Background: an optimization exercise with open tools, aiming at small area. Do not read the settings as production practice. Only simulation tests tie the RTL to the original design; equivalence was not proved.

==> flow/design.v <==
module calc_rca(a, b, ci, s, co);
  parameter W = 8;
  input  [W-1:0] a, b;
  input          ci;
  output [W-1:0] s;
  output         co;
  wire [W:0] c;
  assign c[0] = ci;
  genvar k;
  generate for (k = 0; k < W; k = k + 1) begin : bit_
    assign s[k] = a[k] ^ b[k] ^ c[k];
    assign c[k+1] = (a[k] & b[k]) | (a[k] & c[k]) | (b[k] & c[k]);
  end endgenerate
  assign co = c[W];
endmodule
module calc_multiplier(a, b, p);
  input  [23:0] a;
  input  [7:0]  b;
  output [23:0] p;
  wire [8:0] bb = {b, 1'b0};
  wire [23:0] V [3:0];
  wire [3:0] neg;
  wire [23:0] x2 = {a[22:0], 1'b0};
  genvar k;
  generate for (k = 0; k < 4; k = k + 1) begin : dig
    wire b0 = bb[2*k], b1 = bb[2*k+1], b2 = bb[2*k+2];
    wire one = b1 ^ b0;
    wire two = (b2 & !b1 & !b0) | (!b2 & b1 & b0);
    assign neg[k] = b2 & !(b1 & b0);
    assign V[k] = ((a & {24{one}}) | (x2 & {24{two}})) ^ {24{neg[k]}};
  end endgenerate
  wire [23:0] T1, T2, T3, T4;
  calc_rca #(24) r1(.a(V[0]), .b({V[1][21:0], 2'b00}), .ci(neg[0]), .s(T1), .co());
  assign T2[1:0] = T1[1:0];
  calc_rca #(22) r2(.a(T1[23:2]), .b({V[2][19:0], 2'b00}), .ci(neg[1]), .s(T2[23:2]), .co());
  assign T3[3:0] = T2[3:0];
  calc_rca #(20) r3(.a(T2[23:4]), .b({V[3][17:0], 2'b00}), .ci(neg[2]), .s(T3[23:4]), .co());
  assign T4[5:0] = T3[5:0];
  calc_rca #(18) r4(.a(T3[23:6]), .b({a[15:0] & {16{b[7]}}, 2'b00}), .ci(neg[3]), .s(T4[23:6]), .co());
  assign p = T4;
endmodule
module calc_divider(A, B, dq, dr);
  input  [7:0] A, B;
  output [7:0] dq, dr;
  wire [8:0] hz;
  assign hz[8] = 1'b1;
  genvar j, b;
  generate for (j = 7; j >= 0; j = j - 1) begin : hzg
    assign hz[j] = hz[j+1] & !B[j];
  end endgenerate
  wire [7:0] P [8:0];
  assign P[8] = 8'd0;
  generate for (j = 7; j >= 0; j = j - 1) begin : st
    localparam W = 8 - j;
    wire [W-1:0] T;
    if (W == 1) begin : t1
      assign T = A[j];
    end else begin : tn
      assign T = {P[j+1][W-2:0], A[j]};
    end
    wire [W:0] br;
    wire [W-1:0] d;
    assign br[0] = 1'b0;
    for (b = 0; b < W; b = b + 1) begin : bb
      assign d[b] = T[b] ^ B[b] ^ br[b];
      assign br[b+1] = (!T[b] & (B[b] | br[b])) | (B[b] & br[b]);
    end
    wire q = hz[W] & !br[W];
    assign dq[j] = q;
    if (W < 8) begin : pad
      assign P[j][7:W] = 0;
    end
    assign P[j][W-1:0] = q ? d : T;
  end endgenerate
  assign dr = P[0];
endmodule
module  main_calc_cu (Clk, Reset, dataInBus, btl, btr, btd, btu, btc,
			sel1, sel2, sel3, sel4, sel5, sel6, sel7,
			add, sub, div, mult, gcd, isprime, sqrt, done,
			num1_out, num2_out,
			textOut);
input [7:0] dataInBus;
input btl, btr, btd, btu, btc;
input Clk, Reset;
output sel1, sel2, sel3, sel4, sel5, sel6, sel7;
output add, sub, div, mult, gcd, isprime, sqrt, done;
output [8*32:0] textOut;
output [7:0] num1_out, num2_out;
localparam K_ADD = 3'd0, K_SUB = 3'd1, K_DIV = 3'd2, K_MULT = 3'd3,
           K_GCD = 3'd4, K_PRIME = 3'd5, K_POW = 3'd6;
localparam C_TITLE = 4'd0, C_IN1 = 4'd1, C_IN2 = 4'd2, C_CALC0 = 4'd3,
           C_CALC1 = 4'd4, C_DIVB = 4'd5, C_DONE = 4'd6, C_RESET = 4'd7;
localparam E_START = 3'd0, E_LA = 3'd1, E_LB = 3'd2, E_BEGIN = 3'd3,
           E_CALC = 3'd4, E_PH2 = 3'd5, E_DONE = 3'd6;
reg       mop;      
reg [2:0] mk;
reg       numf;
reg [3:0] tcode;    
reg [2:0] scode;    
wire      edone = (scode == C_DONE[2:0]);
assign sel1 = !mop && mk == K_ADD;
assign sel2 = !mop && mk == K_SUB;
assign sel3 = !mop && mk == K_DIV;
assign sel4 = !mop && mk == K_MULT;
assign sel5 = !mop && mk == K_GCD;
assign sel6 = !mop && mk == K_PRIME;
assign sel7 = !mop && mk == K_POW;
assign add     = mop && mk == K_ADD;
assign sub     = mop && mk == K_SUB;
assign div     = mop && mk == K_DIV;
assign mult    = mop && mk == K_MULT;
assign gcd     = mop && mk == K_GCD;
assign isprime = mop && mk == K_PRIME;
assign sqrt    = mop && mk == K_POW;
assign done    = 1'b0;
assign num1_out = {4'b0000, numf, 1'b0, numf, 1'b0};
assign num2_out = {numf, numf, 1'b0, numf, numf, numf, 1'b0, numf};
reg [2:0] nk;
always @* begin
  nk = mk;
  case (mk)
    K_ADD: if (btd) nk = K_GCD; else if (btr) nk = K_SUB; else if (btl) nk = K_MULT;
    K_SUB: if (btd) nk = K_PRIME; else if (btr) nk = K_DIV; else if (btl) nk = K_ADD;
    K_DIV: if (btd) nk = K_POW; else if (btl) nk = K_SUB; else if (btr) nk = K_MULT;
    K_MULT: if (btd) nk = K_POW; else if (btl) nk = K_DIV; else if (btr) nk = K_ADD;
    K_GCD: if (btd) nk = K_ADD; else if (btl) nk = K_POW; else if (btr) nk = K_PRIME;
    K_PRIME: if (btd) nk = K_SUB; else if (btl) nk = K_GCD; else if (btr) nk = K_POW;
    K_POW: if (btd) nk = K_DIV; else if (btl) nk = K_PRIME; else if (btr) nk = K_GCD;
    default: nk = mk;
  endcase
end
always @(posedge Clk, posedge Reset)
  if (Reset) begin
    mop <= 1'b0;
    mk <= K_ADD;
    numf <= 1'b0;
    tcode <= C_RESET;
  end else begin
    tcode <= mop ? {1'b0, scode} : {1'b1, mk};
    if (mop && mk == K_ADD)
      numf <= 1'b1;
    if (!mop) begin
      if (btc)
        mop <= 1'b1;
      else
        mk <= nk;
    end else if (edone && btc)
      mop <= 1'b0;
  end
reg [2:0]  est;
reg        Ready, flag;
reg [7:0]  A, B;        
reg [23:0] acc;
reg [2:0]  i;        
wire       addm = (mk == K_ADD);
wire [8:0] as_sum;
wire [7:0] ft = {A[6:0], 1'b0};
wire [7:0] asx = (mk == K_DIV) ? ft : A;
calc_rca #(8) u_as(.a(asx), .b(~B), .ci(!addm), .s(as_sum[7:0]), .co(as_sum[8]));
wire       a_lt_b = !as_sum[8];         
wire       a_eq_b = (A == B);
wire [23:0] mulp;
calc_multiplier u_mul(.a(acc), .b(A), .p(mulp));
wire [7:0] dq, dr;
calc_divider u_div(.A(A), .B(B), .dq(dq), .dr(dr));
wire bz = (B == 8'd0);
wire       fq = A[7] | as_sum[8];
wire [7:0] binc;
wire       binc_co;
calc_rca #(8) u_bi(.a(B), .b(8'd0), .ci(1'b1), .s(binc), .co(binc_co));
wire       idn = (est == E_PH2);
wire [2:0] inext;
wire       inext_co;
calc_rca #(3) u_ic(.a(i), .b({idn, idn, 1'b1}), .ci(1'b0), .s(inext), .co(inext_co));
always @(posedge Clk)
  if (!mop) begin
    est <= E_START;
    scode <= C_TITLE[2:0];
  end else begin
    case (est)
      E_START: begin
        scode <= C_TITLE[2:0];
        Ready <= 1'b0;
        flag <= 1'b0;
        i <= 3'd0;
        B <= 8'd2;
        if (btc)
          est <= E_LA;
      end
      E_LA: begin
        scode <= C_IN1[2:0];
        if (btc) begin
          A <= dataInBus;
          est <= (mk == K_PRIME) ? E_CALC : E_LB;
        end
      end
      E_LB: begin
        scode <= C_IN2[2:0];
        if (btc) begin
          B <= (mk == K_POW || mk == K_ADD) ? ~dataInBus : dataInBus;
          if (mk == K_POW) begin
            acc <= 24'd1;
            Ready <= (dataInBus == 8'd0);
          end
          if (mk == K_MULT)
            acc <= {8'd0, dataInBus, 8'd0};
          est <= (mk == K_DIV) ? E_BEGIN : E_CALC;
        end
      end
      E_BEGIN: begin
        scode <= C_DIVB[2:0];
        acc <= {bz ? 8'd0 : dq, 3'd0, !(bz || dr == 8'd0), 12'd0};
        A <= dr;
        Ready <= bz || (dr == 8'd0);
        est <= E_CALC;
      end
      E_CALC: begin
        scode <= Ready ? C_CALC1[2:0] : C_CALC0[2:0];
        case (mk)
          K_ADD, K_SUB: begin
            acc[23:12] <= {3'b000, as_sum};
            if (mk == K_SUB && a_lt_b) begin
              A <= B;
              B <= A;
              flag <= 1'b1;
            end
            if (btc)
              est <= E_DONE;
          end
          K_MULT: begin
            if (!flag) begin
              acc <= mulp;
              flag <= 1'b1;
            end
            if (btc)
              est <= E_DONE;
          end
          K_POW: begin
            if (!Ready) begin
              acc <= mulp;
              B <= binc;
              if (B == 8'hFE)
                Ready <= 1'b1;
            end else if (btc)
              est <= E_DONE;
          end
          K_PRIME: begin
            if (!Ready) begin
              if (dq[7:1] == 7'd0)
                Ready <= 1'b1;
              else if (dr == 8'd0) begin
                flag <= 1'b1;
                Ready <= 1'b1;
              end
              B <= binc;
            end else if (btc)
              est <= E_DONE;
          end
          K_GCD: begin
            if (!Ready) begin
              if (a_eq_b) begin
                if (i == 3'd0)
                  Ready <= 1'b1;
                else
                  est <= E_PH2;
              end else if (a_lt_b) begin
                A <= B;
                B <= A;
              end else begin
                case ({A[0], B[0]})
                  2'b11: A <= as_sum[7:0];
                  2'b10: B <= B >> 1;
                  2'b01: A <= A >> 1;
                  2'b00: begin
                    i <= inext;
                    A <= A >> 1;
                    B <= B >> 1;
                  end
                endcase
              end
            end else if (btc)
              est <= E_DONE;
          end
          default: begin  
            if (!Ready)
              est <= E_PH2;
            else if (btc)
              est <= E_DONE;
          end
        endcase
      end
      E_PH2: begin
        scode <= Ready ? C_CALC1[2:0] : C_CALC0[2:0];
        if (mk == K_GCD) begin
          if (!Ready) begin
            if (i == 3'd0)
              Ready <= 1'b1;
            else begin
              A <= ft;
              i <= inext;
            end
          end else if (btc)
            est <= E_DONE;
        end else begin  
          if (!Ready) begin
            A <= fq ? as_sum[7:0] : ft;
            acc[15:0] <= {acc[14:12], fq, acc[10:0], acc[15]};
            if (acc[11])
              Ready <= 1'b1;
            est <= E_CALC;
          end else if (btc)
            est <= E_DONE;
        end
      end
      default: begin  
        scode <= C_DONE[2:0];
        if (mk == K_ADD || mk == K_SUB)
          acc[23:12] <= {3'b000, as_sum};
        if (mk == K_GCD)
          acc[23:16] <= A;
      end
    endcase
  end
function [7:0] hx;
  input [3:0] d;
  hx = (d < 4'd10) ? (8'h30 + {4'd0, d}) : (8'h37 + {4'd0, d});
endfunction
wire [3:0] N0 = acc[23:20], N1 = acc[19:16], N2 = acc[15:12],
           N3 = acc[11:8],  N4 = acc[7:4],   N5 = acc[3:0];
reg [256:0] txt;
always @* begin
  txt = 257'd0;
  casez (tcode)
    C_RESET: txt[255:0] = "xxxxxxxxxxresetxxxxxxxxxxxxxxxxx";
    4'b1???: begin
      txt[255:0] = " Add Sub Div Mlt GCD isPrme Pow ";
      case (tcode[2:0])
        K_ADD: txt[255 - 8*0 -: 8] = "*";
        K_SUB: txt[255 - 8*4 -: 8] = "*";
        K_DIV: txt[255 - 8*8 -: 8] = "*";
        K_MULT: txt[255 - 8*12 -: 8] = "*";
        K_GCD: txt[255 - 8*16 -: 8] = "*";
        K_PRIME: txt[255 - 8*20 -: 8] = "*";
        K_POW: txt[255 - 8*27 -: 8] = "*";
        default: ;
      endcase
    end
    C_TITLE: case (mk)
      K_ADD:   txt[255:0] = "Addition        Adds 2 Numbers  ";
      K_SUB:   txt[255:0] = "Subtraction     Subs 2 Numbers  ";
      K_DIV:   txt[255:0] = "Division        Divides 2 Nums  ";
      K_MULT:  txt[255:0] = "Multiplication  *'s 2 Numbers   ";
      K_GCD:   txt[255:0] = "Finds the GCD   Of Two Numbers  ";
      K_PRIME: txt[255:0] = "Determinses if  A # is Prime    ";
      default: txt[255:0] = "Pow             Powers a Number ";
    endcase
    C_IN1:   txt[255:0] = "Input 1st #     Then Press Btnc ";
    C_IN2:   txt[255:0] = "Input 2nd #     Then Press Btnc ";
    C_CALC0: txt[255:0] = "Calculating...                  ";
    C_CALC1: txt[255:0] = "Calculating...  Press Btnc      ";
    C_DIVB:  txt = {1'b1, "alculating...  00.0             "};
    default: case (mk)  
      K_ADD:   txt[255:0] = {"The Sum is:     ", hx(N0), hx(N1), hx(N2), "             "};
      K_SUB:   txt[255:0] = {"The Diff is:    ", flag ? "-" : " ", hx(N1), hx(N2), "             "};
      K_DIV:   txt[255:0] = {"The Quotient is:", hx(N0), hx(N1), ".", hx(N3), hx(N4), hx(N5), hx(N2), "         "};
      K_MULT:  txt[255:0] = {"The Product is: ", hx(N0), hx(N1), hx(N2), hx(N3), "            "};
      K_GCD:   txt[255:0] = {"The GCD is:     ", hx(N0), hx(N1), "              "};
      K_PRIME: txt[255:0] = {"The Number is:  ", flag ? "not" : "   ", " Prime       "};
      default: txt[255:0] = {"The Power is:   ", hx(N0), hx(N1), hx(N2), hx(N3), hx(N4), hx(N5), "          "};
    endcase
  endcase
end
assign textOut = txt;
endmodule
==> flow/flow/run.sh <==
#!/bin/bash
# Own flow: the standard layout with
#  - synthesis as the standard one, but with an area-oriented ABC script (flow/area.abc);
#    flip-flops are mapped before ABC runs, so the registers are the standard synthesis's;
#  - the smallest buffer on every port;
#  - a small clock tree without dummy loads;
#  - synthesis buffers removed before placement, placement not timing driven
#    (GPL_TIMING_DRIVEN 0 in config.mk), and power recovery (downsizing) after routing.
# Each tool's output goes to flow.log here and to ORFS's own logs under orfs/logs.
set -euo pipefail
W=$(pwd)
# ORFS synth.tcl with the ABC script swapped for ours
sed 's|^  log_cmd abc {\*}\$abc_args|  set abc_args [lreplace $abc_args 1 1 '"$W"'/flow/area.abc]\n  log_cmd abc {*}$abc_args|' \
  "$FLOW_HOME/scripts/synth.tcl" > "$W/own_synth_body.tcl"
grep -q "flow/area.abc" "$W/own_synth_body.tcl"
sed "s|source \$::env(SCRIPTS_DIR)/synth.tcl|source $W/own_synth_body.tcl|" synth_recipe.tcl > "$W/own_synth.tcl"
grep -q own_synth_body "$W/own_synth.tcl"
sed "s|SYNTH_SCRIPT=[^ ]*|SYNTH_SCRIPT=$W/own_synth.tcl|" standard.sh > "$W/own_standard.sh"
grep -q own_synth.tcl "$W/own_standard.sh"
export BUFFER_PORTS_ARGS="-buffer_cell sky130_fd_sc_hd__buf_1"
export CTS_ARGS="-sink_clustering_enable -repair_clock_nets -dont_use_dummy_load -buf_list sky130_fd_sc_hd__clkbuf_8 -sink_clustering_size 30 -sink_clustering_max_diameter 100"
# downsize cells on paths with slack to spare, after global routing
export RECOVER_POWER=100
# remove the synthesis buffers before placement (timing-driven placement, which would, is off)
export PRE_GLOBAL_PLACE_TCL="$W/flow/pre_gpl.tcl"
bash "$W/own_standard.sh" > "$W/flow.log" 2>&1
==> flow/flow/area.abc <==
strash
&get -n
&deepsyn -T 60
&put
dch -f
map -a
strash
dch -f
map -a
topo
stime -c
==> flow/flow/pre_gpl.tcl <==
remove_buffers
==> flow/standard.sh <==
#!/bin/bash
# synth_recipe.tcl (not shown) runs the flow's synth.tcl, then flattens the netlist and writes it again
# the make line also repeats each setting of config.mk as NAME=value (left out here)
make -C /OpenROAD-flow-scripts/flow DESIGN_CONFIG=/design/flow/config.mk WORK_HOME=/design/flow/orfs CLKGATE_MAP_FILE= SYNTH_SCRIPT=/design/flow/synth_recipe.tcl "${@:-finish}"
==> flow/config.mk <==
export PLATFORM = sky130hd
export DESIGN_NAME = main_calc_cu
export DESIGN_NICKNAME = main_calc_cu
export VERILOG_FILES = /design/flow/design.v
export SDC_FILE = /design/flow/constraint.sdc
export NUM_CORES = 4
export LEC_CHECK = 0
export ABC_AREA = 1
export CAP_MARGIN = 20
export CORE_MARGIN = 2
export CORE_UTILIZATION = 40
export GPL_TIMING_DRIVEN = 0
export SLEW_MARGIN = 20
==> flow/constraint.sdc <==
create_clock -name core_clock -period 32.0 [get_ports {Clk}]
set_input_delay 6.4000 -clock core_clock [delete_from_list [all_inputs] [get_ports {Clk}]]
set_output_delay 6.4000 -clock core_clock [all_outputs]
set_load 0.01 [all_outputs]
==> flow_summary.ini, run 1 <==
[status]
status = failed layout checks
violations = max-capacitance violations, max-slew violations

[setup_path]
crit_type = reg -> reg
crit_arrival_ns = 19.10
worst-path-max-fanout = 19
crit_top_cell = fa_1
endpoint_kind = flop
crit_slowest_cell = clkinv_1
startpoint_type = flop
slowest_delay_ns = 0.73
critPathRequiredTime_ns = 32.02

[placement]
portBuffers = 244
hpwl_um = 46500
place.gp.congestion = 1.059
dp.cells = 2232

[floorplanning]
die_h_um = 172.8
die-area_mm2 = 0.02986
start_util = 0.4080
fp-row-count = 61
core_region_area_mm2 = 0.02793
io_pins = 303
die_w_um = 172.8

[cells_and_area]
regArea_mm2 = 0.001700
insertedDiodeCount = 0
area_delta_synth_final_pct = 10.62
finalNonFillerCells = 2241
fillers = 3070
nNetsFinal = 2029
multi_input_area_mm2 = 0.008383
drive_gt1_frac = 0.01503

[drt]
drt_iter0_markers = 1717
antenna_left = 0
wl_um = 57500
first_pass_iters = 6
routedWlPerCell_um = 25.66
vias_per_cell = 6.101
drc = 0
vias = 13673

[global_routing]
grt_pass1_vias = 13034
grt_pass1_wl_um = 85340
grt_use_total = 0.3784
antenna_found_initial = 1
grt_max_degree = 30
grt-ovfl-total = 0

[logic_synthesis]
ys_async_sr_fraction = 0.1500
yosys_warnings = 3
yosysUniqueCellTypes = 37
synth_top_area_frac = 0.1915
synth_seq_area_share = 0.1492
synth-edff-count = 45
yosys-top-cells-count = 263 x nor2_1, 252 x clkinv_1, 207 x nand2_1
ys_ff_latch = 60
ys.flop_type = edfxtp_1
synthTopCellsByArea = fa_1 19%, edfxtp_1 12%, nor2_1 8.7%
synthCells = 1629
avgSynthCellArea_um2 = 6.996
syn_area_mm2 = 0.01140
synth_largest_area_cell = fa_1
yosysMostFrequentCell = nor2_1

[cts]
cts_hold_buf = 0
cts_resized = 0
clk_latency_ns = 0.39
numCtsBuffers = 9
numClockSinks = 60
post_cts_buffers = 0
cts.reportedPaths.clkPinSlew_ns = 0.10
cts-root-buf = clkbuf_8
cts_max_level = 3
cts_tree = built
cts_buffer_depth = 2

[min_path]
hold_path_class = reg -> reg

[sta]
drv_slew = 17
max_slew.worst_pin.slew_ns = 1.600
finClkSkew_ns = 0.04417
finalHoldViolations = 0
finalSetupViolCount = 0
max_slew_margin = -0.07068
fin_crit_ns = 19.08
rsz0062_at_grt = no
final.period_utilization = 0.5963
fmax_mhz = 52.41
tns_ns = 0

[flow_run]
max-cap-violations = 1
[registers in the layout, indices dropped and copies added, names as in the netlist]
register  flops
acc          24
A             8
B             8
tcode         4
est           3
i             3
mk            3
scode         3
Ready         1
flag          1
mop           1
numf          1
[cell usage in the layout (no fill, tap or decap), types with 2 or more instances in the layout]
cell,Yosys,final
o211ai_1,14,14
nor4_1,7,7
o21ai_0,123,123
a211oi_1,7,7
nor2_2,0,5
ha_1,40,40
a31oi_1,20,20
o31ai_1,2,2
a32oi_1,2,2
a221oi_1,7,7
nand4_1,12,12
nor3_1,33,33
o221ai_1,13,13
buf_8,0,3
a22oi_1,35,35
clkbuf_1,0,4
nor2_1,263,258
clkinv_1,252,252
o22ai_1,82,82
edfxtp_1,45,45
dfstp_2,3,3
fa_1,109,109
nand2_1,207,207
xor2_1,42,42
buf_1,4,242
dfrtp_1,6,6
a21oi_1,111,111
clkbuf_8,0,9
a2111oi_0,5,5
or2_2,6,6
conb_1,2,57
a311oi_1,2,2
dfxtp_1,6,6
nand3_1,77,77
o311ai_0,4,4
xnor2_1,8,8
[path summary, 6_finish.rpt]
kind,startpoint,to,slack [ns],cells past startpoint
max,A[7]$_DFFE_PP_,flag$_DFFE_PP_,12.92,58
min,scode[1]$_SDFF_PN0_,tcode[1]$_DFF_PP1_,0.46,2
max reg2reg,A[7]$_DFFE_PP_,flag$_DFFE_PP_,12.92,58
min reg2reg,scode[1]$_SDFF_PN0_,tcode[1]$_DFF_PP1_,0.46,2
max in group asynchronous,Reset,tcode[2]$_DFF_PP1_,25.83,2
min in group asynchronous,Reset,numf$_DFFE_PP0P_,5.90,2
[cells by family after synthesis]
logic type,Yosys count,share of synthesized area
AOI/OAI and AO/OA,429,0.2238
and+or+nand+nor,607,0.2182
other,2,0.0006590
xor gates and xnor gates,50,0.03843
buffers and inverters,332,0.1344
adders and majority gates,149,0.2354
DFF,60,0.1492
[cell type report]
type / count / share of cell area
inverter: 252 / 0.07504
sequential: 60 / 0.1349
multi-input combinational: 1292 / 0.6650
timing repair buffer: 250 / 0.07772
tap: 378 / 0.03752
clock buffer: 9 / 0.009826
[through the flow]
step	worst slack, ns	utilization	area (um^2)	hold WS [ns]
floorplan	15.86	-	11600	0.4072
global placement	13.39	0.4441	12410	0.4277
detailed placement	13.19	0.4479	12510	0.4375
CTS	13.08	0.4523	12630	0.4502
global route	11.88	0.4513	12610	0.4929
finish	12.92	0.4513	12610	0.4629
[per-layer routing]
layer	global-route usage	part of all wire	routed length [um]	vias to the layer above
met5	0	0.00031	18	-
met4	0.2062	0.064	3708	2
met3	0.07212	0.090	5203	207
met2	0.6201	0.46	26600	930
met1	0.4717	0.38	21980	6592
li1	-	-	-	5942
[critical path, delay by kind of cell (launching register included)]
family                   cells  cell delay [ns]
AO/OA/AOI/OAI                9             1.74
adder cells (fa/ha/maj)     27            10.87
buffers and inverters        5             1.71
flip-flops                   1             0.72
AND/OR/NAND/NOR             17             3.67
==> run 2, diff against run 1 <==
--- a/flow/flow/run.sh
+++ b/flow/flow/run.sh
@@ -7,3 +7,3 @@
 #  - synthesis buffers removed before placement, placement not timing driven
-#    (GPL_TIMING_DRIVEN 0 in config.mk), and power recovery (downsizing) after routing.
+#    (GPL_TIMING_DRIVEN 0 in config.mk).
 # Each tool's output goes to flow.log here and to ORFS's own logs under orfs/logs.
@@ -21,4 +21,2 @@
 export CTS_ARGS="-sink_clustering_enable -repair_clock_nets -dont_use_dummy_load -buf_list sky130_fd_sc_hd__clkbuf_8 -sink_clustering_size 30 -sink_clustering_max_diameter 100"
-# downsize cells on paths with slack to spare, after global routing
-export RECOVER_POWER=100
 # remove the synthesis buffers before placement (timing-driven placement, which would, is off)
--- a/flow/config.mk
+++ b/flow/config.mk
@@ -8,3 +8,3 @@
 export ABC_AREA = 1
-export CAP_MARGIN = 20
+export CAP_MARGIN = 40
 export CORE_MARGIN = 2
@@ -12,2 +12,2 @@
 export GPL_TIMING_DRIVEN = 0
-export SLEW_MARGIN = 20
+export SLEW_MARGIN = 40
==> run 2 against run 1 <==
  * Now clean on timing, DRC and antenna
  * Global-route usage decreased by 0.094 points
  * Routed wire length fell by 0.46%
  * Clock-buffer cell count unchanged
  * Design area is 0.43% higher
  * Flip-flop and latch count unchanged
==> flow_summary.ini, run 2 <==
[status]
status = no timing/DRC/antenna violations

[floorplanning]
die_w_um = 172.8
fp-row-count = 61
die_h_um = 172.8
io_pins = 303
start_util = 0.4080
die-area_mm2 = 0.02986
core_region_area_mm2 = 0.02793

[logic_synthesis]
synthXorXnorAreaFrac = 0.03843
ys_ff_latch = 60
ys_async_sr_fraction = 0.1500
yosysUniqueCellTypes = 37
synthCells = 1629
synthAdderAreaFrac = 0.2354
synth_top_area_frac = 0.1915
yosys_warnings = 3
yosysMostFrequentCell = nor2_1
syn_area_mm2 = 0.01140
synth_top_family_by_area = adder cells
synth_compound_area_frac = 0.2238
synthTopCellsByArea = fa_1 19%, edfxtp_1 12%, nor2_1 8.7%
synth-edff-count = 45
synth_seq_area_share = 0.1492
ys.flop_type = edfxtp_1
synth-simple-area-share = 0.2182
synth_largest_area_cell = fa_1
synth_mux_area_frac = 0
avgSynthCellArea_um2 = 6.996
yosys-top-cells-count = 263 x nor2_1, 252 x clkinv_1, 207 x nand2_1

[setup_path]
slowest_delay_ns = 0.76
critPathRequiredTime_ns = 32.02
crit_type = reg -> reg
crit_top_cell = fa_1
r2r_cells = 58
r2r_slack_ns = 12.90
crit_slowest_cell = clkinv_1
r2r_start = A[7]$_DFFE_PP_
r2r-end = flag$_DFFE_PP_
endpoint_kind = flop
startpoint_type = flop
worst-path-max-fanout = 19
crit_arrival_ns = 19.12

[cts]
cts_hold_buf = 0
cts.reportedPaths.clkPinSlew_ns = 0.09
numClockSinks = 60
cts-root-buf = clkbuf_8
numCtsBuffers = 9
cts_buffer_depth = 2
cts_resized = 0
cts_tree = built
clk_latency_ns = 0.39
cts_max_level = 3
post_cts_buffers = 0

[cells_and_area]
area_delta_synth_final_pct = 11.09
final_cell_mix = 251 x clkinv_1, 251 x nor2_1, 244 x buf_1, 206 x nand2_1, 123 x o21ai_0
largest_reg_flops = 24
largest-register = acc
nNetsFinal = 2028
drive_gt1_frac = 0.02256
top_regs = acc: 24 flops, A: 8 flops, B: 8 flops

[min_path]
worstHoldPathCells = 1
holdPathEnd = mop$_DFF_PP0_
hold_path_class = reg -> reg
holdCritStartpoint = scode[1]$_SDFF_PN0_

[global_routing]
grt_pass1_vias = 13020
grt_max_degree = 30
antenna_found_initial = 0
grt_use_total = 0.3775
grt-ovfl-total = 0
grt_pass1_wl_um = 85040

[sta]
fmax_mhz = 52.35
tns_ns = 0
max_slew_margin = 0.3605
fin_crit_ns = 19.10
drv_slew = 0
final.period_utilization = 0.5969
finalHoldViolations = 0
layout_setup_ws_ns = 12.90
finClkSkew_ns = 0.04761
max_slew.worst_pin.slew_ns = 0.9472
finalSetupViolCount = 0
rsz0062_at_grt = no

[drt]
first_pass_iters = 6
vias = 13703
drc = 0
vias_per_cell = 6.115
routedWlPerCell_um = 25.54
drt_iter0_markers = 1695
antenna_left = 0
wl_um = 57240

[flow_run]
max-cap-violations = 0

[placement]
place.gp.congestion = 1.059
hpwl_um = 46370
portBuffers = 244
preCtsSetupSlack_ns = 13.08
## run 2: metal layers
layer,track usage,wire length [um],vias to the layer above
met5,0,0,-
met4,0.2034,3611,0
met3,0.06948,5382,185
met2,0.6196,26490,938
met1,0.4722,21760,6645
li1,-,-,5935
## run 2: cell families (layout without fill, tap and decap cells)
group,count (synthesis),in the layout
simple gates,607,607
other cells,2,58
xor+xnor,50,50
buf+inv,332,510
compound gates,429,429
flops,60,60
fa+ha+maj,149,149
## run 2: worst max-delay path, delay by kind of cell (launching register included)
kind	cells	cell delay, ns
adder cells (fa/ha/maj)	27	10.91
flip-flops	1	0.72
AO/OA/AOI/OAI	9	1.72
buffers and inverters	5	1.75
AND/OR/NAND/NOR	17	3.64
## run 2: how the worst max path moves through the flow
stage / slack, ns / to / from
4_1_cts: 13.01 / flag$_DFFE_PP_ / A[7]$_DFFE_PP_
5_1_grt: 11.86 / flag$_DFFE_PP_ / A[7]$_DFFE_PP_
3_3_place_gp: 13.39 / flag$_DFFE_PP_ / A[7]$_DFFE_PP_
6_report: 12.90 / flag$_DFFE_PP_ / A[7]$_DFFE_PP_
2_1_floorplan: 15.86 / flag$_DFFE_PP_ / B[5]$_DFFE_PP_
3_5_place_dp: 13.08 / flag$_DFFE_PP_ / A[7]$_DFFE_PP_
## run 2: layout make-up
class / instances / area, um^2
well taps: 378 / 473.0
diodes: 1 / 2.502
clock buffers: 9 / 123.9
multi-input cells: 1292 / 8448
fillers: 3060 / 15270
inverters: 252 / 947.2
flip-flops and latches: 60 / 1702
repair buffers: 249 / 963.4
## run 2: through the flow
step / instance area [um^2] / utilization / hold slack, ns / instances
6_report: 12660 / 0.4532 / 0.4403 / 2241
5_1_grt: 12660 / 0.4531 / 0.4751 / 2240
4_1_cts: 12630 / 0.4523 / 0.4390 / 2239
3_5_place_dp: 12510 / 0.4479 / 0.4322 / 2230
3_3_place_gp: 12410 / 0.4441 / 0.4277 / 2226
2_1_floorplan: 11600 / - / 0.4072 / 1684
==> run 3, diff against run 2 <==
--- a/flow/flow/run.sh
+++ b/flow/flow/run.sh
@@ -23,2 +23,4 @@
 export PRE_GLOBAL_PLACE_TCL="$W/flow/pre_gpl.tcl"
+# one tie cell for the constant outputs
+export SKIP_REPAIR_TIE_FANOUT=1
 bash "$W/own_standard.sh" > "$W/flow.log" 2>&1
==> run 3 against run 2 <==
  * Global-route usage decreased by 1.3 points
  * Worst setup slack improved by 0.28 ns
  * First-iteration DRC count decreased by 15%
  * Clock skew decreased by 0.020 ns
  * Critical path type unchanged
  * Highest routed layer unchanged
==> flow_summary.ini, run 3 <==
[floorplanning]
start_util = 0.4080
die_w_um = 172.8
io_pins = 303
die_h_um = 172.8
die-area_mm2 = 0.02986
core_region_area_mm2 = 0.02793
fp-row-count = 61

[sta]
rsz0062_at_grt = no
finClkSkew_ns = 0.02763
finalSetupViolCount = 0
fmax_mhz = 53.14
max_slew_margin = 0.4051
max_slew.worst_pin.slew_ns = 0.8901
final.period_utilization = 0.5880
fin_crit_ns = 18.82
tns_ns = 0
finalHoldViolations = 0
drv_slew = 0

[logic_synthesis]
avgSynthCellArea_um2 = 6.996
yosys-top-cells-count = 263 x nor2_1, 252 x clkinv_1, 207 x nand2_1
yosysMostFrequentCell = nor2_1
ys_async_sr_fraction = 0.1500
ys.flop_type = edfxtp_1
synth_top_area_frac = 0.1915
syn_area_mm2 = 0.01140
synth_largest_area_cell = fa_1
synth_seq_area_share = 0.1492
yosys_warnings = 3
yosysUniqueCellTypes = 37
synthCells = 1629
ys_ff_latch = 60
synthTopCellsByArea = fa_1 19%, edfxtp_1 12%, nor2_1 8.7%
synth-edff-count = 45

[cells_and_area]
largest-register = acc
final_cell_mix = 251 x clkinv_1, 250 x nor2_1, 244 x buf_1, 207 x nand2_1, 123 x o21ai_0
regArea_mm2 = 0.001702
area_delta_synth_final_pct = 9.178
nNetsFinal = 1972
top_regs = acc: 24 flops, A: 8 flops, B: 8 flops
postLayoutCellArea_mm2 = 0.01244
largest_reg_flops = 24
multi_input_area_mm2 = 0.008238
fillers = 3083
insertedDiodeCount = 0
mostFrequentLayoutCell = clkinv_1
finalNonFillerCells = 2184
drive_gt1_frac = 0.02270

[setup_path]
crit_arrival_ns = 18.86
r2r_slack_ns = 13.18
crit_slowest_cell = clkinv_1
crit_type = reg -> reg
endpoint_kind = flop
startpoint_type = flop
critPathRequiredTime_ns = 32.04
worst-path-max-fanout = 19
crit_top_cell = fa_1
slowest_delay_ns = 0.76

[global_routing]
grt_pass1_wl_um = 82860
antenna_found_initial = 0
grt_use_total = 0.3645
grt_max_degree = 46
grt-ovfl-total = 0
grt_pass1_vias = 13035

[cts]
cts_max_level = 3
post_cts_buffers = 0
clk_latency_ns = 0.37
numCtsBuffers = 9
cts_buffer_depth = 2
numClockSinks = 60
cts-root-buf = clkbuf_8
cts.reportedPaths.clkPinSlew_ns = 0.06
cts_tree = built
cts_hold_buf = 0
cts_resized = 0

[placement]
portBuffers = 244
hpwl_um = 44910
dp.cells = 2175
place.gp.congestion = 1.062
placed_area_mm2 = 0.01230

[drt]
drc = 0
drt_iter0_markers = 1444
first_pass_iters = 5
routedWlPerCell_um = 25.50
antenna_left = 0
wl_um = 55690
vias = 13447
vias_per_cell = 6.157

[status]
status = no timing/DRC/antenna violations

[min_path]
hold_path_class = reg -> reg

[flow_run]
max-cap-violations = 0
[run 3: path summary, 6_finish.rpt]
path	endpoint	startpoint	depth (start not counted)
worst max-delay path	flag$_DFFE_PP_	A[7]$_DFFE_PP_	58
worst min-delay path	mop$_DFF_PP0_	scode[1]$_SDFF_PN0_	1
worst max register to register	flag$_DFFE_PP_	A[7]$_DFFE_PP_	58
worst min register to register	mop$_DFF_PP0_	scode[1]$_SDFF_PN0_	1
max in group asynchronous	tcode[0]$_DFF_PP1_	Reset	2
min in group asynchronous	numf$_DFFE_PP0P_	Reset	2
[run 3: kinds of logic after synthesis]
logic type | count (synthesis) | synth area share
simple gates | 607 | 0.2182
flops | 60 | 0.1492
other cells | 2 | 0.0006590
fa+ha+maj | 149 | 0.2354
buf+inv | 332 | 0.1344
compound gates | 429 | 0.2238
xor+xnor | 50 | 0.03843
[run 3: cell type report]
cell class	instances	share of cell area
multi-input cells	1237	0.6621
flip-flops and latches	60	0.1368
repair buffers	248	0.07703
inverters	252	0.07613
well taps	378	0.03801
clock buffers	9	0.009956
[run 3: metrics by stage]
step | setup WS (ns) | util | hold WS [ns]
floorplan | 15.86 | - | 0.4072
global placement | 13.45 | 0.4367 | 0.4342
detailed placement | 13.31 | 0.4404 | 0.4337
CTS | 13.27 | 0.4449 | 0.4416
global route | 11.93 | 0.4454 | 0.4708
finish | 13.18 | 0.4454 | 0.4390
[run 3: critical path, delay by kind of cell, from the launching register on]
| family | cells | cell delay (ns) |
|---|---|---|
| adder cells (fa/ha/maj) | 27 | 10.73 |
| AND/OR/NAND/NOR | 17 | 3.55 |
| AO/OA/AOI/OAI | 9 | 1.71 |
| buffers and inverters | 5 | 1.70 |
| flip-flops | 1 | 0.73 |
[run 3: metal layers]
metal / share of wire / global-route usage / wire [um] / vias up
met3: 0.092 / 0.05981 / 5141 / 177
met4: 0.062 / 0.2020 / 3473 / 0
met5: 0 / 0 / 0 / -
li1: - / - / - / 5886
met1: 0.38 / 0.4542 / 21240 / 6492
met2: 0.46 / 0.6034 / 25840 / 892
==> run 4, diff against run 3 <==
--- a/flow/flow/run.sh
+++ b/flow/flow/run.sh
@@ -7,3 +7,5 @@
 #  - synthesis buffers removed before placement, placement not timing driven
-#    (GPL_TIMING_DRIVEN 0 in config.mk).
+#    (GPL_TIMING_DRIVEN 0 in config.mk; SLEW_MARGIN and CAP_MARGIN 40 so that repair
+#    buffers the high-fanout nets this leaves);
+#  - one tie cell each for the constant-0 and constant-1 outputs.
 # Each tool's output goes to flow.log here and to ORFS's own logs under orfs/logs.
==> run 4 against run 3 <==
  * Worst hold slack unchanged
  * Worst setup slack unchanged
  * Synthesized cell count unchanged
  * Utilization unchanged
  * Design area unchanged
  * Cell count unchanged
  * Sequential share of layout area unchanged
  * Clock skew unchanged
  * Register-to-register slack about the same
  * Via count unchanged
  * Largest cell class unchanged
==> flow_summary.ini, run 4 <==
[setup_path]
crit_top_cell = fa_1
slowest_delay_ns = 0.76
worst-path-max-fanout = 19
crit_arrival_ns = 18.86
endpoint = flag$_DFFE_PP_
crit_type = reg -> reg
r2r_slack_ns = 13.18
r2r_cells = 58
startpoint_type = flop
endpoint_kind = flop
r2r_start = A[7]$_DFFE_PP_
crit_path_start = A[7]$_DFFE_PP_
crit_slowest_cell = clkinv_1
critPathRequiredTime_ns = 32.04
r2r-end = flag$_DFFE_PP_

[cells_and_area]
final_cell_mix = 251 x clkinv_1, 250 x nor2_1, 244 x buf_1, 207 x nand2_1, 123 x o21ai_0
largest-register = acc
postLayoutCellArea_mm2 = 0.01244
insertedDiodeCount = 0
mostFrequentLayoutCell = clkinv_1
largest_reg_flops = 24
top_regs = acc: 24 flops, A: 8 flops, B: 8 flops
nNetsFinal = 1972
area_delta_synth_final_pct = 9.178
utilization = 0.4454
drive_gt1_frac = 0.02270

[sta]
finalSetupViolCount = 0
final.period_utilization = 0.5880
max_slew_margin = 0.4051
tns_ns = 0
finClkSkew_ns = 0.02763
finalHoldViolations = 0
drv_slew = 0
fmax_mhz = 53.14
fin_crit_ns = 18.82
rsz0062_at_grt = no
max_slew.worst_pin.slew_ns = 0.8901

[logic_synthesis]
synth_largest_area_cell = fa_1
ys.flop_type = edfxtp_1
avgSynthCellArea_um2 = 6.996
ys_async_sr_fraction = 0.1500
synthCells = 1629
yosys_warnings = 3
synthTopCellsByArea = fa_1 19%, edfxtp_1 12%, nor2_1 8.7%
synth-edff-count = 45
syn_area_mm2 = 0.01140
yosysMostFrequentCell = nor2_1
yosysUniqueCellTypes = 37
synth_top_area_frac = 0.1915
yosys-top-cells-count = 263 x nor2_1, 252 x clkinv_1, 207 x nand2_1
synth_seq_area_share = 0.1492
ys_ff_latch = 60

[placement]
portBuffers = 244
place.gp.congestion = 1.062
hpwl_um = 44910
placed_area_mm2 = 0.01230

[drt]
drc = 0
vias = 13447
wl_um = 55690
vias_per_cell = 6.157
antenna_left = 0
routedWlPerCell_um = 25.50
first_pass_iters = 5
drt_iter0_markers = 1444

[min_path]
hold_path_class = reg -> reg
worstHoldPathCells = 1

[cts]
cts_buffer_depth = 2
numCtsBuffers = 9
post_cts_buffers = 0
numClockSinks = 60
cts_tree = built
cts_resized = 0
cts_hold_buf = 0
cts.reportedPaths.clkPinSlew_ns = 0.06
cts_max_level = 3
clk_latency_ns = 0.37
cts-root-buf = clkbuf_8

[floorplanning]
die_w_um = 172.8
core_region_area_mm2 = 0.02793
die_h_um = 172.8
die-area_mm2 = 0.02986
fp-row-count = 61
start_util = 0.4080
io_pins = 303

[global_routing]
grt-ovfl-total = 0
grt_pass1_vias = 13035
grt_pass1_wl_um = 82860
grt_use_total = 0.3645
grt_max_degree = 46
antenna_found_initial = 0

[flow_run]
max-cap-violations = 0

[status]
status = no timing/DRC/antenna violations
run 4: cell counts after synthesis:
No cell type changed its count.
run 4: per-stage QoR:
step | cells | hold WS, ns | setup WS [ns]
after CTS | 2184 | 0.4416 | 13.27
after detailed placement | 2175 | 0.4337 | 13.31
after global placement | 2171 | 0.4342 | 13.45
after floorplan | 1629 | 0.4072 | 15.86
final | 2184 | 0.4390 | 13.18
after global routing | 2184 | 0.4708 | 11.93
run 4: cell type report:
type / count / area (um^2)
Clock buffer: 9 / 123.9
Sequential cell: 60 / 1702
Multi-Input combinational cell: 1237 / 8238
Tap cell: 378 / 473.0
Fill cell: 3083 / 15490
Timing Repair Buffer: 248 / 958.4
Inverter: 252 / 947.2
run 4: cells by family after synthesis:
group / after synthesis / share of synthesized area
other cells: 2 / 0.0006590
simple gates: 607 / 0.2182
flops: 60 / 0.1492
fa+ha+maj: 149 / 0.2354
compound gates: 429 / 0.2238
buf+inv: 332 / 0.1344
xor+xnor: 50 / 0.03843
run 4: worst min-delay path by stage:
stage	from	end	slack (ns)
2_1_floorplan	scode[1]$_SDFF_PN0_	mop$_DFF_PP0_	0.41
3_3_place_gp	scode[1]$_SDFF_PN0_	mop$_DFF_PP0_	0.43
3_5_place_dp	scode[1]$_SDFF_PN0_	mop$_DFF_PP0_	0.43
4_1_cts	scode[1]$_SDFF_PN0_	mop$_DFF_PP0_	0.44
5_1_grt	scode[1]$_SDFF_PN0_	mop$_DFF_PP0_	0.47
6_report	scode[1]$_SDFF_PN0_	mop$_DFF_PP0_	0.44
run 4: per-layer routing:
| layer | up-vias | share of wire | track usage |
|---|---|---|---|
| met2 | 892 | 0.46 | 0.6034 |
| met5 | - | 0 | 0 |
| met3 | 177 | 0.092 | 0.05981 |
| met1 | 6492 | 0.38 | 0.4542 |
| met4 | 0 | 0.062 | 0.2020 |
| li1 | 5886 | - | - |
run 4: worst max-delay path, delay by kind of cell, from the launching register on:
| family | cells | cell delay (ns) |
|---|---|---|
| compound gates | 9 | 1.71 |
| flops | 1 | 0.73 |
| fa+ha+maj | 27 | 10.73 |
| simple gates | 17 | 3.55 |
| buf+inv | 5 | 1.70 |
==> run 5, diff against run 4 <==
--- a/flow/design.v
+++ b/flow/design.v
@@ -88,8 +88,8 @@
 output [7:0] num1_out, num2_out;
-localparam K_ADD = 3'd0, K_SUB = 3'd1, K_DIV = 3'd2, K_MULT = 3'd3,
-           K_GCD = 3'd4, K_PRIME = 3'd5, K_POW = 3'd6;
-localparam C_TITLE = 4'd0, C_IN1 = 4'd1, C_IN2 = 4'd2, C_CALC0 = 4'd3,
-           C_CALC1 = 4'd4, C_DIVB = 4'd5, C_DONE = 4'd6, C_RESET = 4'd7;
-localparam E_START = 3'd0, E_LA = 3'd1, E_LB = 3'd2, E_BEGIN = 3'd3,
-           E_CALC = 3'd4, E_PH2 = 3'd5, E_DONE = 3'd6;
+localparam K_ADD = 3'd7, K_SUB = 3'd2, K_DIV = 3'd5, K_MULT = 3'd4,
+           K_GCD = 3'd6, K_PRIME = 3'd0, K_POW = 3'd1;
+localparam C_TITLE = 4'd0, C_IN1 = 4'd2, C_IN2 = 4'd3, C_CALC0 = 4'd6,
+           C_CALC1 = 4'd5, C_DIVB = 4'd4, C_DONE = 4'd7, C_RESET = 4'd1;
+localparam E_START = 3'd2, E_LA = 3'd3, E_LB = 3'd7, E_BEGIN = 3'd1,
+           E_CALC = 3'd5, E_PH2 = 3'd0, E_DONE = 3'd6;
 reg       mop;      
==> run 5 against run 4 <==
  * Still clean on timing, DRC and antenna
  * Routed wire length down 1.1%
  * Critical path depth unchanged
  * Largest cell class unchanged
==> flow_summary.ini, run 5 <==
[global_routing]
grt_max_degree = 46
grt_pass1_wl_um = 80030
antenna_found_initial = 1
grt_use_total = 0.3700
grt_pass1_vias = 12362
grt-ovfl-total = 0

[setup_path]
startpoint_type = flop
r2r_start = A[7]$_DFFE_PP_
crit_top_cell = fa_1
slowest_delay_ns = 0.68
crit_slowest_cell = edfxtp_1
endpoint_kind = flop
r2r-end = flag$_DFFE_PP_
r2r_cells = 58
critPathRequiredTime_ns = 32.07
crit_arrival_ns = 19.41
crit_type = reg -> reg
worst-path-max-fanout = 17
r2r_slack_ns = 12.66

[logic_synthesis]
synthTopCellsByArea = fa_1 19%, edfxtp_1 12%, nor2_1 8.4%
ys_async_sr_fraction = 0.1500
ys.flop_type = edfxtp_1
avgSynthCellArea_um2 = 7.149
yosysUniqueCellTypes = 42
synth_seq_area_share = 0.1519
yosys_warnings = 3
synth_top_area_frac = 0.1948
synth-edff-count = 45
synthCells = 1567
ys_ff_latch = 60
yosysMostFrequentCell = nor2_1
synth_largest_area_cell = fa_1
syn_area_mm2 = 0.01120
yosys-top-cells-count = 252 x nor2_1, 246 x clkinv_1, 200 x nand2_1

[sta]
max_slew_margin = 0.4269
finalSetupViolCount = 0
finClkSkew_ns = 0.03255
fmax_mhz = 51.71
tns_ns = 0
max_slew.worst_pin.slew_ns = 0.8565
fin_crit_ns = 19.34
rsz0062_at_grt = no
drv_slew = 0
final.period_utilization = 0.6044
finalHoldViolations = 0

[cells_and_area]
multi_input_area_mm2 = 0.008082
fillers = 3020
nNetsFinal = 1908
area_delta_synth_final_pct = 9.694
regArea_mm2 = 0.001703
drive_gt1_frac = 0.02463
final_cell_mix = 245 x clkinv_1, 244 x buf_1, 240 x nor2_1, 199 x nand2_1, 109 x fa_1
insertedDiodeCount = 0
top_regs = acc: 24 flops, A: 8 flops, B: 8 flops
largest_reg_flops = 24
utilization = 0.4436
mostFrequentLayoutCell = clkinv_1
largest-register = acc

[drt]
antenna_left = 0
first_pass_iters = 6
drt_iter0_markers = 1358
wl_um = 55070
drc = 0
vias = 13052
routedWlPerCell_um = 25.93
vias_per_cell = 6.145

[min_path]
holdPathEnd = tcode[0]$_DFF_PP1_
hold_path_class = reg -> reg
holdCritStartpoint = scode[0]$_SDFF_PN0_
worstHoldPathCells = 2

[cts]
cts.reportedPaths.clkPinSlew_ns = 0.09
cts_resized = 0
numClockSinks = 60
cts_tree = built
clk_latency_ns = 0.38
cts_buffer_depth = 2
cts_hold_buf = 0
numCtsBuffers = 9
cts_max_level = 3
cts-root-buf = clkbuf_8
post_cts_buffers = 0

[flow_run]
max-cap-violations = 0

[status]
status = no timing/DRC/antenna violations

[floorplanning]
die_w_um = 171.4
core_region_area_mm2 = 0.02771
die_h_um = 171.4
die-area_mm2 = 0.02936
fp-row-count = 61
io_pins = 303
start_util = 0.4044

[placement]
portBuffers = 244
place.gp.congestion = 1.019
hpwl_um = 44460
==> run 5: cell count changes after synthesis, moves of 6 or more <==
cell,delta
a21oi_1,-28
xor2_1,+22
nand3_1,-16
o21ai_0,-18
a22oi_1,-6
clkinv_1,-6
nor3_1,-6
o2111ai_1,+7
nand2_1,-7
nor2_1,-11
o22ai_1,+15
==> run 5: metal layers <==
| metal | track usage | part of all wire | up-vias |
|---|---|---|---|
| met5 | 0 | 0.00020 | - |
| met1 | 0.4774 | 0.39 | 6387 |
| li1 | - | - | 5665 |
| met4 | 0.1993 | 0.061 | 2 |
| met2 | 0.5948 | 0.46 | 818 |
| met3 | 0.05960 | 0.086 | 180 |
==> run 5: cell type report <==
type                       count  share of cell area
inverter                     246             0.07524
tap                          378             0.03849
multi-input combinational   1181              0.6576
clock buffer                   9             0.01008
timing repair buffer         250             0.08002
sequential                    60              0.1386
==> run 5: cell families (layout without fill, tap and decap cells) <==
family,Yosys count,count (layout),share of synthesized area
and+or+nand+nor,560,560,0.2020
AOI/OAI and AO/OA,398,398,0.2159
buffers and inverters,326,505,0.1347
adders and majority gates,145,145,0.2350
xor gates and xnor gates,72,72,0.05629
DFF,60,60,0.1519
muxes,4,4,0.003574
other,2,2,0.0006703
==> run 5: how the worst max path moves through the flow <==
stage                    from        endpoint  slack, ns  depth (start not counted)
2_1_floorplan  B[7]$_DFFE_PP_  flag$_DFFE_PP_      15.18                         58
3_3_place_gp   A[7]$_DFFE_PP_  flag$_DFFE_PP_      12.53                         56
3_5_place_dp   A[7]$_DFFE_PP_  flag$_DFFE_PP_      12.38                         57
4_1_cts        A[7]$_DFFE_PP_  flag$_DFFE_PP_      12.31                         57
5_1_grt        B[7]$_DFFE_PP_  flag$_DFFE_PP_      11.56                         59
6_report       A[7]$_DFFE_PP_  flag$_DFFE_PP_      12.66                         58
==> run 5: stage by stage <==
stage                     hold WS [ns]  cells  instance area (um^2)  setup slack, ns
final                           0.4991   2124                 12290            12.66
after global routing            0.5171   2124                 12290            11.56
after CTS                       0.4972   2120                 12220            12.31
after detailed placement        0.4849   2111                 12090            12.38
after global placement          0.4843   2109                 12010            12.53
after floorplan                 0.4220   1567                 11200            15.18
==> run 5: critical path: cells and delay by family, from the launching register on <==
kind / cells / cell delay, ns
multiplexers: 1 / 0.31
AO/OA/AOI/OAI: 6 / 1.16
buffers and inverters: 9 / 2.56
AND/OR/NAND/NOR: 16 / 4.24
flip-flops: 1 / 0.68
adder cells (fa/ha/maj): 26 / 10.06
==> run 6, diff against run 5 <==
--- a/flow/design.v
+++ b/flow/design.v
@@ -153,3 +153,2 @@
 reg [23:0] acc;
-reg [2:0]  i;        
 wire       addm = (mk == K_ADD);
@@ -170,2 +169,3 @@
 calc_rca #(8) u_bi(.a(B), .b(8'd0), .ci(1'b1), .s(binc), .co(binc_co));
+wire [2:0] i = acc[2:0];
 wire       idn = (est == E_PH2);
@@ -184,3 +184,2 @@
         flag <= 1'b0;
-        i <= 3'd0;
         B <= 8'd2;
@@ -204,3 +203,3 @@
           end
-          if (mk == K_MULT)
+          if (mk == K_MULT || mk == K_GCD)    
             acc <= {8'd0, dataInBus, 8'd0};
@@ -274,3 +273,3 @@
                   2'b00: begin
-                    i <= inext;
+                    acc[2:0] <= inext;
                     A <= A >> 1;
@@ -299,3 +298,3 @@
               A <= ft;
-              i <= inext;
+              acc[2:0] <= inext;
             end
--- a/flow/flow/run.sh
+++ b/flow/flow/run.sh
@@ -2,3 +2,4 @@
 # Own flow: the standard layout with
-#  - synthesis as the standard one, but with an area-oriented ABC script (flow/area.abc);
+#  - synthesis as the standard one, but with an area-oriented ABC script (flow/area.abc:
+#    deepsyn, then choice computation and amap);
 #    flip-flops are mapped before ABC runs, so the registers are the standard synthesis's;
==> flow/flow/area.abc (replaced) <==
strash
&get -n
&deepsyn -T 60
&put
dch -f
amap
topo
stime -c
--- a/flow/config.mk
+++ b/flow/config.mk
@@ -10,3 +10,3 @@
 export CORE_MARGIN = 2
-export CORE_UTILIZATION = 40
+export CORE_UTILIZATION = 65
 export GPL_TIMING_DRIVEN = 0
==> run 6 against run 5 <==
  * Utilization up 27 points
  * Clock skew down 0.019 ns
  * Flip-flop and latch count down 3
==> flow_summary.ini, run 6 <==
[status]
status = no timing/DRC/antenna violations

[sta]
layout_setup_ws_ns = 11.60
max_slew.worst_pin.slew_ns = 0.9296
tns_ns = 0
max_slew_margin = 0.3780
drv_slew = 0
finClkSkew_ns = 0.01325
rsz0062_at_grt = no
whs_ns = 0.4275
final.period_utilization = 0.6376
finalHoldViolations = 0
finalSetupViolCount = 0
fin_crit_ns = 20.40
fmax_mhz = 49.01

[drt]
drc = 0
wl_um = 51140
drt_iter0_markers = 2810
first_pass_iters = 13
vias_per_cell = 7.463
routedWlPerCell_um = 27.35
antenna_left = 0
vias = 13956

[logic_synthesis]
syn_area_mm2 = 0.01080
synthCells = 1468
ys_ff_latch = 57
synth_seq_area_share = 0.1492
synthTopCellsByArea = fa_1 20%, edfxtp_1 12%, nor2_1 9.8%
synth_largest_area_cell = fa_1
avgSynthCellArea_um2 = 7.360
ys_async_sr_fraction = 0.1579
yosysUniqueCellTypes = 55
synth-edff-count = 42
yosys_warnings = 3
ys.flop_type = edfxtp_1
yosysMostFrequentCell = nor2_1
yosys-top-cells-count = 281 x nor2_1, 211 x clkinv_1, 121 x o21ai_0
synth_top_area_frac = 0.2020

[floorplanning]
fp-row-count = 47
io_pins = 303
die_h_um = 132.9
die_w_um = 132.9
start_util = 0.6585
core_region_area_mm2 = 0.01641
die-area_mm2 = 0.01767

[setup_path]
worst-path-max-fanout = 12
crit_top_cell = fa_1
crit_slowest_cell = edfxtp_1
endpoint_kind = flop
critPathRequiredTime_ns = 32.10
crit_arrival_ns = 20.50
startpoint_type = flop
crit_type = reg -> reg
slowest_delay_ns = 0.73

[global_routing]
grt_pass1_vias = 13077
grt_max_degree = 46
antenna_found_initial = 4
grt_use_total = 0.5712
grt_pass1_wl_um = 76580
grt-ovfl-total = 0

[min_path]
hold_path_class = reg -> reg

[cells_and_area]
nNetsFinal = 1811
postLayoutCellArea_mm2 = 0.01175
largest-register = acc
drive_gt1_frac = 0.02489
largest_reg_flops = 24
fillers = 1372
final_cell_mix = 271 x nor2_1, 244 x buf_1, 209 x clkinv_1, 118 x o21ai_0
area_delta_synth_final_pct = 8.732
mostFrequentLayoutCell = nor2_1
finalNonFillerCells = 1870
top_regs = acc: 24 flops, A: 8 flops, B: 8 flops

[cts]
cts_max_level = 3
cts_hold_buf = 0
cts.reportedPaths.clkPinSlew_ns = 0.07
cts-root-buf = clkbuf_8
cts_resized = 0
post_cts_buffers = 0
numClockSinks = 57
cts_buffer_depth = 2
numCtsBuffers = 9
clk_latency_ns = 0.36
cts_tree = built

[placement]
hpwl_um = 38620
dp.cells = 1854
place.gp.congestion = 1.109
preCtsSetupSlack_ns = 12.11
portBuffers = 244
placed_area_mm2 = 0.01152

[flow_run]
max-cap-violations = 0
[run 6: worst paths after layout]
path | start | depth (start not counted) | slack, ns | to
setup reg to reg | B[5]$_DFFE_PP_ | 55 | 11.60 | Ready$_DFFE_PP_
setup / recovery | B[5]$_DFFE_PP_ | 55 | 11.60 | Ready$_DFFE_PP_
hold reg to reg | scode[0]$_SDFF_PN0_ | 2 | 0.43 | tcode[0]$_DFF_PP1_
min in group asynchronous | Reset | 2 | 5.92 | tcode[1]$_DFF_PP0_
max in group asynchronous | Reset | 2 | 25.81 | mk[0]$_DFFE_PP1P_
hold / removal | scode[0]$_SDFF_PN0_ | 2 | 0.43 | tcode[0]$_DFF_PP1_
[run 6: worst max-delay path, delay by kind of cell, from the launching register on]
family | cells | cell delay (ns)
flops | 1 | 0.73
buf+inv | 4 | 0.71
simple gates | 14 | 4.76
fa+ha+maj | 28 | 11.24
compound gates | 9 | 2.70
[run 6: final cells by class]
cell class | count | area (um^2) | share of cell area
Multi-Input combinational cell | 1120 | 7945 | 0.6763
Sequential cell | 57 | 1613 | 0.1373
Timing Repair Buffer | 250 | 988.4 | 0.08414
Inverter | 211 | 794.5 | 0.06763
Tap cell | 220 | 275.3 | 0.02343
Clock buffer | 9 | 123.9 | 0.01054
Antenna cell | 3 | 7.507 | 0.0006390
[run 6: stage by stage]
stage	util
after floorplan	-
after global placement	0.6954
after detailed placement	0.7019
after CTS	0.7094
after global routing	0.7155
final	0.7160
[run 6: cell families (layout without fill, tap and decap cells)]
logic type,count (synthesis),in the layout,synth area share
AOI/OAI and AO/OA,463,463,0.2793
adders and majority gates,147,147,0.2460
buffers and inverters,291,470,0.1275
DFF,57,57,0.1492
other,2,5,0.0006951
and+or+nand+nor,508,508,0.1973
[run 6: layer usage]
| layer | vias to the layer above | track usage | part of all wire |
|---|---|---|---|
| li1 | 5572 | - | - |
| met1 | 6318 | 0.6701 | 0.32 |
| met2 | 1561 | 0.8483 | 0.42 |
| met3 | 499 | 0.2341 | 0.16 |
| met4 | 6 | 0.4020 | 0.10 |
| met5 | - | 0.02778 | 0.0022 |
==> run 7, diff against run 6 <==
--- a/flow/config.mk
+++ b/flow/config.mk
@@ -10,3 +10,3 @@
 export CORE_MARGIN = 2
-export CORE_UTILIZATION = 65
+export CORE_UTILIZATION = 55
 export GPL_TIMING_DRIVEN = 0
==> run 7 against run 6 <==
  * Synthesized cell count stayed put
  * Largest cell class unchanged
  * Critical path type unchanged
  * Cell count rose by 2.3%
  * Fmax increased by 3.2%
  * Flip-flop and latch count is the same
  * Still clean on timing, DRC and antenna
  * Die area increased by 18%
  * Register-to-register slack improved by 0.64 ns
  * First-iteration DRC count shrank 32%
  * Non-clock buffer count stayed put
  * Critical path depth down 1
  * Worst setup slack improved by 0.64 ns
==> flow_summary.ini, run 7 <==
[sta]
fmax_mhz = 50.61
rsz0062_at_grt = no
max_slew.worst_pin.slew_ns = 0.9451
max_slew_margin = 0.3676
finalHoldViolations = 0
fin_crit_ns = 19.76
whs_ns = 0.4210
final.period_utilization = 0.6175
finalSetupViolCount = 0
drv_slew = 0
tns_ns = 0
finClkSkew_ns = 0.02177

[logic_synthesis]
avgSynthCellArea_um2 = 7.360
synth_top_family_by_area = compound AO/OA/AOI/OAI gates
yosysUniqueCellTypes = 55
yosysMostFrequentCell = nor2_1
synth_largest_area_cell = fa_1
ys.flop_type = edfxtp_1
synthAdderAreaFrac = 0.2460
synth-simple-area-share = 0.1973
synthCells = 1468
syn_area_mm2 = 0.01080
synth_top_area_frac = 0.2020
synth_mux_area_frac = 0
synth_compound_area_frac = 0.2793
synthTopCellsByArea = fa_1 20%, edfxtp_1 12%, nor2_1 9.8%
yosys-top-cells-count = 281 x nor2_1, 211 x clkinv_1, 121 x o21ai_0
synth-edff-count = 42
yosys_warnings = 3
ys_ff_latch = 57
synthXorXnorAreaFrac = 0
synth_seq_area_share = 0.1492
ys_async_sr_fraction = 0.1579

[floorplanning]
die_w_um = 144.2
start_util = 0.5570
fp-row-count = 51
die-area_mm2 = 0.02078
core_region_area_mm2 = 0.01940
io_pins = 303
die_h_um = 144.2

[setup_path]
worst-path-max-fanout = 12
endpoint_kind = flop
critPathRequiredTime_ns = 32.10
crit_top_cell = fa_1
crit_slowest_cell = edfxtp_1
crit_type = reg -> reg
slowest_delay_ns = 0.71
crit_arrival_ns = 19.86
startpoint_type = flop

[drt]
vias_per_cell = 6.986
antenna_left = 0
wl_um = 52040
drc = 0
routedWlPerCell_um = 27.20
first_pass_iters = 8
vias = 13365
drt_iter0_markers = 1910

[cts]
numClockSinks = 57
cts_buffer_depth = 2
cts-root-buf = clkbuf_8
cts.reportedPaths.clkPinSlew_ns = 0.06
cts_max_level = 3
numCtsBuffers = 9
cts_hold_buf = 0
cts_tree = built
clk_latency_ns = 0.37
cts_resized = 0
post_cts_buffers = 0

[placement]
hpwl_um = 40210
place.gp.congestion = 1.052
portBuffers = 244
placed_area_mm2 = 0.01163

[global_routing]
grt_max_degree = 46
antenna_found_initial = 1
grt-ovfl-total = 0
grt_pass1_wl_um = 76220
grt_use_total = 0.4983
grt_pass1_vias = 12540

[cells_and_area]
largest-register = acc
drive_gt1_frac = 0.02793
mostFrequentLayoutCell = nor2_1
top_regs = acc: 24 flops, A: 8 flops, B: 8 flops
largest_reg_flops = 24
area_delta_synth_final_pct = 9.299
regArea_mm2 = 0.001613
fillers = 1891
utilization = 0.6087
multi_input_area_mm2 = 0.007949
postLayoutCellArea_mm2 = 0.01181
final_cell_mix = 267 x nor2_1, 244 x buf_1, 209 x clkinv_1, 117 x o21ai_0
nNetsFinal = 1811

[status]
status = no timing/DRC/antenna violations

[flow_run]
max-cap-violations = 0

[min_path]
hold_path_class = reg -> reg
-- run 7: cell types whose count changed in the layout (fill, tap and decap cells not counted), sizes merged --
cell   before  now
diode       3    1
-- run 7: logic make-up (layout without fill, tap and decap cells) --
| family | Yosys count | in the layout |
|---|---|---|
| buffers and inverters | 291 | 470 |
| AO/OA/AOI/OAI | 463 | 463 |
| adder cells (fa/ha/maj) | 147 | 147 |
| flip-flops | 57 | 57 |
| AND/OR/NAND/NOR | 508 | 508 |
| other | 2 | 3 |
-- run 7: final timing paths --
| kind | from | to | slack, ns | cells after the start |
|---|---|---|---|---|
| min in group asynchronous | Reset | numf$_DFFE_PP0P_ | 5.91 | 2 |
| max in group asynchronous | Reset | mk[1]$_DFFE_PP1P_ | 25.82 | 2 |
| worst min-delay path | scode[0]$_SDFF_PN0_ | tcode[0]$_DFF_PP1_ | 0.42 | 2 |
| worst max register to register | B[5]$_DFFE_PP_ | acc[12]$_DFFE_PP_ | 12.24 | 54 |
| worst min register to register | scode[0]$_SDFF_PN0_ | tcode[0]$_DFF_PP1_ | 0.42 | 2 |
| worst max-delay path | B[5]$_DFFE_PP_ | acc[12]$_DFFE_PP_ | 12.24 | 54 |
-- run 7: worst max-delay path, delay by kind of cell, from the launching register on --
kind | cells | cell delay, ns
fa+ha+maj | 28 | 10.93
simple gates | 12 | 4.53
compound gates | 9 | 2.50
buf+inv | 5 | 0.82
flops | 1 | 0.71
-- run 7: area by class of cell --
class / instances / area share
antenna: 1 / 0.0002119
clock buffer: 9 / 0.01049
inverter: 211 / 0.06728
multi-input combinational: 1120 / 0.6731
sequential: 57 / 0.1366
tap: 265 / 0.02808
timing repair buffer: 250 / 0.08423
-- run 7: metrics by stage --
stage / worst slack, ns / std cells
after floorplan: 14.14 / 1468
after global placement: 12.18 / 1897
after detailed placement: 12.54 / 1901
after CTS: 12.48 / 1910
after global routing: 11.13 / 1912
final: 12.24 / 1913
-- run 7: routing by layer --
metal | GRT usage | part of all wire
met5 | 0.05764 | 0.0027
met4 | 0.3715 | 0.093
met3 | 0.1755 | 0.13
met2 | 0.7511 | 0.44
met1 | 0.5812 | 0.34

-- static timing again, ports no longer ideal --
How much do the figures lean on ideal ports? The routed layouts below were timed once more, with nothing changed but the port constraints. Step 1 assumes that a clkbuf_16 drives the clock port and a buf_2 every other input. Step 2 moves the port delays by t, midway between the first and last clock arrival at a register: inputs arrive t later, outputs are due t later. That takes back most of the time a late clock gives input paths. Slacks: ideal / step 1 / step 2; pairs: ideal / step 1.
run	shift t [ns]	setup slack, ns	hold WS [ns]	worst setup path after step 2	worst register clock-pin slew, ns
run 1	0.413	12.920 / 12.920 / 12.920	0.463 / 0.463 / 0.463	register to register	0.10 / 0.10
run 2	0.412	12.899 / 12.899 / 12.899	0.440 / 0.440 / 0.440	register to register	0.10 / 0.10
run 3	0.393	13.183 / 13.183 / 13.183	0.439 / 0.439 / 0.439	register to register	0.08 / 0.08
run 4	0.393	13.183 / 13.183 / 13.183	0.439 / 0.439 / 0.439	register to register	0.08 / 0.08
run 5	0.404	12.660 / 12.660 / 12.660	0.499 / 0.499 / 0.499	register to register	0.09 / 0.09
run 6	0.390	11.598 / 11.598 / 11.598	0.427 / 0.427 / 0.427	register to register	0.07 / 0.07
run 7	0.402	12.239 / 12.239 / 12.239	0.421 / 0.421 / 0.421	register to register	0.08 / 0.08
